Background: an optimization exercise with open tools, aiming at small area. Do not read the settings as production practice. Function was checked by simulation only, so behaviour that the tests miss may differ from the original. No driver is modelled on the clock port, so clock power and skew are understated where the tree is cut down; a real chip needs a root buffer or a tree.

## job 2713
==> flow/design.v (excerpt) <==
module seg_595_dynamic
(
    input wire sys_clk,
    input wire sys_rst_n,
    input wire [13:0] data,
    input wire [3:0] point,
    input wire seg_en,
    input wire sign,
    output wire stcp,
    output wire shcp,
    output wire ds,
    output wire oe
);
seg_dynamic seg_dynamic_inst
(
    .sys_clk(sys_clk),
    .sys_rst_n(sys_rst_n),
    .data(data),
    .point(point),
    .seg_en(seg_en),
    .sign(sign),
    .stcp(stcp),
    .shcp(shcp),
    .ds(ds)
);
assign oe = ~sys_rst_n;
endmodule
For scale: roughly 270 cells after synthesis, about 26 I/O pins, about 0.0025 mm2 of cells after synthesis.
==> flow/config.mk <==
export PLATFORM = sky130hd
export DESIGN_NAME = seg_595_dynamic
export DESIGN_NICKNAME = seg_595_dynamic
export VERILOG_FILES = /design/flow/design.v
export SDC_FILE = /design/flow/constraint.sdc
export NUM_CORES = 4
export LEC_CHECK = 0
export CAP_MARGIN = 20
export CORE_MARGIN = 2
export CORE_UTILIZATION = 60
export SLEW_MARGIN = 20
==> flow/constraint.sdc <==
create_clock -name core_clock -period 10.0 [get_ports {sys_clk}]
set_input_delay 2.0000 -clock core_clock [delete_from_list [all_inputs] [get_ports {sys_clk}]]
set_output_delay 2.0000 -clock core_clock [all_outputs]
set_load 0.01 [all_outputs]
standard.sh (not shown) runs the stock make flow with config.mk's settings and CLKGATE_MAP_FILE= SYNTH_SCRIPT=/design/flow/synth_recipe.tcl, a recipe that flattens the netlist after the stock synthesis.
==> flow/flow/run.sh <==
#!/bin/bash
set -euo pipefail
export BUFFER_PORTS_ARGS="-buffer_cell sky130_fd_sc_hd__buf_1"
export PRE_CTS_TCL="$(pwd)/flow/one_clkbuf.tcl"
bash standard.sh > standard_flow.log 2>&1
==> flow/flow/one_clkbuf.tcl <==
# Sourced before CTS: the clock tree becomes a single clkbuf_16 placed at the
# centre of the registers, between the clock port and every register.
rename clock_tree_synthesis __std_clock_tree_synthesis
proc clock_tree_synthesis { args } {
  set block [ord::get_db_block]
  set net [$block findNet sys_clk]
  set n 0
  set sx 0
  set sy 0
  foreach it [$net getITerms] {
    set inst [$it getInst]
    set loc [$inst getLocation]
    incr n
    set sx [expr {$sx + [lindex $loc 0]}]
    set sy [expr {$sy + [lindex $loc 1]}]
  }
  set x [expr {$sx / $n / 1000.0}]
  set y [expr {$sy / $n / 1000.0}]
  puts "one_clkbuf: $n clock sinks, buffer at $x $y"
  insert_buffer -buffer_cell sky130_fd_sc_hd__clkbuf_16 -net sys_clk \
    -location [list $x $y] -buffer_name clkbuf_root -net_name clknet_root
  set buf [$block findInst clkbuf_root]
  foreach it [$buf getITerms] {
    set bnet [$it getNet]
    if { $bnet ne "NULL" } { $bnet setSigType CLOCK }
  }
  set_propagated_clock [all_clocks]
}
Stage in which a tool error killed job 2713: clock tree synthesis.
## Diff of input files: job 3800 against job 2713
# job 2713
export LEC_CHECK = 0
export CAP_MARGIN = 20
export CORE_MARGIN = 2
export CORE_UTILIZATION = 60
export SLEW_MARGIN = 20
create_clock -name core_clock -period 10.0 [get_ports {sys_clk}]
# job 3800
export LEC_CHECK = 0
export ABC_AREA = 1
export CAP_MARGIN = 20
export CORE_MARGIN = 2
export CORE_UTILIZATION = 60
export SLEW_MARGIN = 20
create_clock -name core_clock -period 10.0 [get_ports {sys_clk}]
==> flow/flow/run.sh <==
#!/bin/bash
set -euo pipefail
export BUFFER_PORTS_ARGS="-buffer_cell sky130_fd_sc_hd__buf_1"
export CTS_ARGS="-sink_clustering_enable -repair_clock_nets -dont_use_dummy_load -buf_list {sky130_fd_sc_hd__clkbuf_8}"
bash standard.sh > standard_flow.log 2>&1
removed: flow/flow/one_clkbuf.tcl
Notes after the runs:
Status(job 2713) = ERROR, stage = clock tree synthesis
Job 3800: full flow OK, the timing, DRC and antenna checks passed
Job 3800 ended with more die width than job 2713.
Job 3800 vs job 2713, placed instance area went up by 170 um2.
Synthesized cell count went up by more than a quarter going from job 2713 to job 3800.
When job 3800 is measured against job 2713, its initial standard-cell utilization of the core turns out 1.2 points lower.
Compared with job 2713, in job 3800 cell area after synthesis moved up, number of distinct library cell variants in the gate-level netlist after synthesis has decreased, post-synthesis compound-gate area fraction went down by 7.6 points, post-synth net total +23%.
Compared with job 2713, job 3800 shows mux share of post-synthesis cell area lower by 2.3 points.
| last weighted congestion value of the routability-driven placer | job 3800 vs job 2713 | 0.031 lower |
Re placed wire-length estimate after detailed placement: job 2713 and job 3800 aren't equal, and the lower value belongs to job 2713.
### job 3800 -> job 696
# job 3800
export LEC_CHECK = 0
export ABC_AREA = 1
export CAP_MARGIN = 20
export CORE_MARGIN = 2
export CORE_UTILIZATION = 60
export SLEW_MARGIN = 20
create_clock -name core_clock -period 10.0 [get_ports {sys_clk}]
# job 696
export LEC_CHECK = 0
export CAP_MARGIN = 20
export CORE_MARGIN = 2
export CORE_UTILIZATION = 60
export SLEW_MARGIN = 20
create_clock -name core_clock -period 10.0 [get_ports {sys_clk}]
==> flow/flow/run.sh <==
#!/bin/bash
set -euo pipefail
export BUFFER_PORTS_ARGS="-buffer_cell sky130_fd_sc_hd__buf_1"
export PRE_CTS_TCL="$(pwd)/flow/one_clkbuf.tcl"
bash standard.sh > standard_flow.log 2>&1
==> flow/flow/one_clkbuf.tcl (new file) <==
# Sourced before CTS: the clock tree becomes a single clkbuf_16 placed at the
# centre of the registers, between the clock port and every register.
rename clock_tree_synthesis __std_clock_tree_synthesis
proc clock_tree_synthesis { args } {
  set block [ord::get_db_block]
  set net [$block findNet sys_clk]
  set n 0
  set sx 0
  set sy 0
  foreach it [$net getITerms] {
    set inst [$it getInst]
    set loc [$inst getLocation]
    incr n
    set sx [expr {$sx + [lindex $loc 0]}]
    set sy [expr {$sy + [lindex $loc 1]}]
  }
  set x [expr {$sx / $n / 1000.0}]
  set y [expr {$sy / $n / 1000.0}]
  puts "one_clkbuf: $n clock sinks, buffer at $x $y"
  insert_buffer -buffer_cell sky130_fd_sc_hd__clkbuf_16 -net sys_clk \
    -location [list $x $y] -buffer_name clkbuf_root -net_name clknet_root
  set cnet [$block findNet clknet_root]
  $cnet setSigType CLOCK
  set_propagated_clock [all_clocks]
}
### Flow results
- Of job 696 and job 3800, the lower share of synthesized area spent on multiplexers belongs to job 3800.
- From job 3800 to job 696 the numbers moved as follows: chip width -1.9 um, weighted congestion reported at the end of routability-driven placement higher.
- Diff job 3800..job 696 | share of async-settable or async-resettable flops after synthesis | unchanged
- Comparing number of placement rows for job 696 and job 3800, the bigger number came from job 3800.
- Job 696 got as far as clock tree synthesis, where a tool error ended the run.
- Summary of job 696 over job 3800: vertical extent of the die shows a reduction of 2.7%, number of cells in the design after placement decreased by 77 relative to the old numbers, placed instance area shows a reduction of about 6%, synthesized area decreased by about 6% relative to the old numbers, mean cell area of the mapped netlist has increased.
The following lists how job 7674 was set up differently from job 696:
==> flow/flow/run.sh <==
#!/bin/bash
set -euo pipefail
export BUFFER_PORTS_ARGS="-buffer_cell sky130_fd_sc_hd__buf_1"
export CTS_ARGS="-sink_clustering_enable -repair_clock_nets -dont_use_dummy_load -buf_list {sky130_fd_sc_hd__clkbuf_8}"
bash standard.sh > standard_flow.log 2>&1
removed: flow/flow/one_clkbuf.tcl
[summary]
Job 7674 completed every stage of the flow, and the final layout passed the timing, DRC and antenna checks.
Job 696 → job 7674: simple-gate area share of the yosys netlist about even, proportion of synthesized chip area in sequential cells about even, gate count of the mapped netlist about even.
Comparing job 696 against job 7674, there is no change at all in synthesized area.
Input-level comparison between job 234 and job 7674:
# job 7674
export LEC_CHECK = 0
export CAP_MARGIN = 20
export CORE_MARGIN = 2
export CORE_UTILIZATION = 60
export SLEW_MARGIN = 20
create_clock -name core_clock -period 10.0 [get_ports {sys_clk}]
# job 234
export LEC_CHECK = 0
export CAP_MARGIN = 20
export CORE_MARGIN = 2
export CORE_UTILIZATION = 85
export SLEW_MARGIN = 20
create_clock -name core_clock -period 10.0 [get_ports {sys_clk}]
==> flow/flow/run.sh <==
#!/bin/bash
set -euo pipefail
export BUFFER_PORTS_ARGS="-buffer_cell sky130_fd_sc_hd__buf_1"
export CLK_GROUPS=3
export CLK_GROUP_CELL=sky130_fd_sc_hd__clkbuf_8
export PRE_CTS_TCL="$(pwd)/flow/clk_groups.tcl"
bash standard.sh > standard_flow.log 2>&1
==> flow/flow/clk_groups.tcl (new file) <==
# Sourced before CTS: the clock tree becomes a few clock buffers driven
# straight from the clock port, each feeding one group of nearby registers.
# CLK_GROUPS (number of groups) and CLK_GROUP_CELL (buffer) come from run.sh.
rename clock_tree_synthesis __std_clock_tree_synthesis
proc clock_tree_synthesis { args } {
  set k $::env(CLK_GROUPS)
  set cell $::env(CLK_GROUP_CELL)
  set block [ord::get_db_block]
  set net [$block findNet sys_clk]
  set sinks {}
  foreach it [$net getITerms] {
    set inst [$it getInst]
    set loc [$inst getLocation]
    lappend sinks [list [lindex $loc 0] [lindex $loc 1] [$inst getName] [[$it getMTerm] getName]]
  }
  set n [llength $sinks]
  # groups: k stripes by x, or a 2x2 grid for k = 4
  set groups {}
  if { $k == 4 } {
    set byx [lsort -integer -index 0 $sinks]
    set half [expr {$n / 2}]
    foreach part [list [lrange $byx 0 [expr {$half - 1}]] [lrange $byx $half end]] {
      set byy [lsort -integer -index 1 $part]
      set h2 [expr {[llength $byy] / 2}]
      lappend groups [lrange $byy 0 [expr {$h2 - 1}]] [lrange $byy $h2 end]
    }
  } else {
    set byx [lsort -integer -index 0 $sinks]
    for {set g 0} {$g < $k} {incr g} {
      set lo [expr {$g * $n / $k}]
      set hi [expr {($g + 1) * $n / $k - 1}]
      lappend groups [lrange $byx $lo $hi]
    }
  }
  set g 0
  foreach grp $groups {
    set sx 0; set sy 0; set pins {}
    foreach s $grp {
      set sx [expr {$sx + [lindex $s 0]}]
      set sy [expr {$sy + [lindex $s 1]}]
      lappend pins [get_pins "[lindex $s 2]/[lindex $s 3]"]
    }
    set m [llength $grp]
    set x [expr {$sx / $m / 1000.0}]
    set y [expr {$sy / $m / 1000.0}]
    puts "clk_groups: group $g of $m registers, $cell at $x $y"
    insert_buffer -buffer_cell $cell -net sys_clk -load_pins $pins \
      -location [list $x $y] -buffer_name clkbuf_g$g -net_name clknet_g$g
    incr g
  }
  set_propagated_clock [all_clocks]
}
==> run summary <==
- On post-synthesis xor/xnor area fraction, job 234 tracks job 7674 almost exactly.
- On sequential cell area fraction in the yosys report, job 7674 tracks job 234 almost exactly.
- Initial cell density of the core was higher in job 234 than in job 7674.
- Measured against each other, job 7674 and job 234 differ in site row count, the higher figure coming from job 7674.
- Diff job 7674..job 234 | count of port buffers added during placement | unchanged
- Of job 7674 and job 234, only job 234 never reached the final stage.
- Re synthesized cell count: no difference whatsoever between job 234 and job 7674.
diff inputs: job 234 => job 1230
# job 234
export LEC_CHECK = 0
export CAP_MARGIN = 20
export CORE_MARGIN = 2
export CORE_UTILIZATION = 85
export SLEW_MARGIN = 20
create_clock -name core_clock -period 10.0 [get_ports {sys_clk}]
# job 1230
export LEC_CHECK = 0
export CAP_MARGIN = 20
export CORE_MARGIN = 2
export CORE_UTILIZATION = 60
export SLEW_MARGIN = 20
create_clock -name core_clock -period 10.0 [get_ports {sys_clk}]
==> run summary <==
- Comparing job 1230 against job 234, there is no change at all in xor and xnor fraction of the mapped netlist area.
- Job 1230 ended with every stage complete and zero timing, DRC or antenna violations.
- From job 234 to job 1230 the numbers moved as follows: area fraction in and, or, nand and nor cells after synthesis about even; post-synthesis async set-or-reset flop share about even.
- Compared with job 234, in job 1230 initial core utilization fell 28 points; summed instance area of the synthesized netlist roughly the same; number of placement rows increased 4; horizontal extent of the die increased 10 um; multiplexer share of the synthesized area held steady.
- Summary of job 1230 over job 234: number of placed I/O pins barely changed; synthesized cell count barely changed; die extent in y climbed about 18%.
The clock cells of job 1230 come from the design's own scripts or RTL, not from TritonCTS.

-- separate check: timing with driven ports --
The results above use ideal ports. As a check the final layouts listed here were re-extracted and re-timed, cells and wires unchanged.
Step 1, drivers: a clkbuf_16 drives sys_clk and a buf_2 each remaining input, both assumed.
Step 2 moves the port delays by t, midway between the first and last clock arrival at a register: inputs arrive t later, outputs are due t later. That takes back most of the time a late clock gives input paths.
Three values: no drivers, after step 1, after step 2; two values: the first two.
| run | t, ns | slack for setup (ns) | worst setup path at the end | worst slew at a driven data input, ns |
|---|---|---|---|---|
| job 3800 | 0.324 | 5.384 / 5.360 / 5.360 | input to output | 0.03 |
| job 7674 | 0.323 | 5.393 / 5.371 / 5.371 | input to output | 0.03 |
| job 1230 | 0.201 | 5.389 / 5.367 / 5.367 | input to output | 0.03 |
After both steps every run listed still meets setup and hold. For job 3800, which loses most, drivers alone change the setup slack by -0.024 ns; drivers and shift together by -0.024 ns.
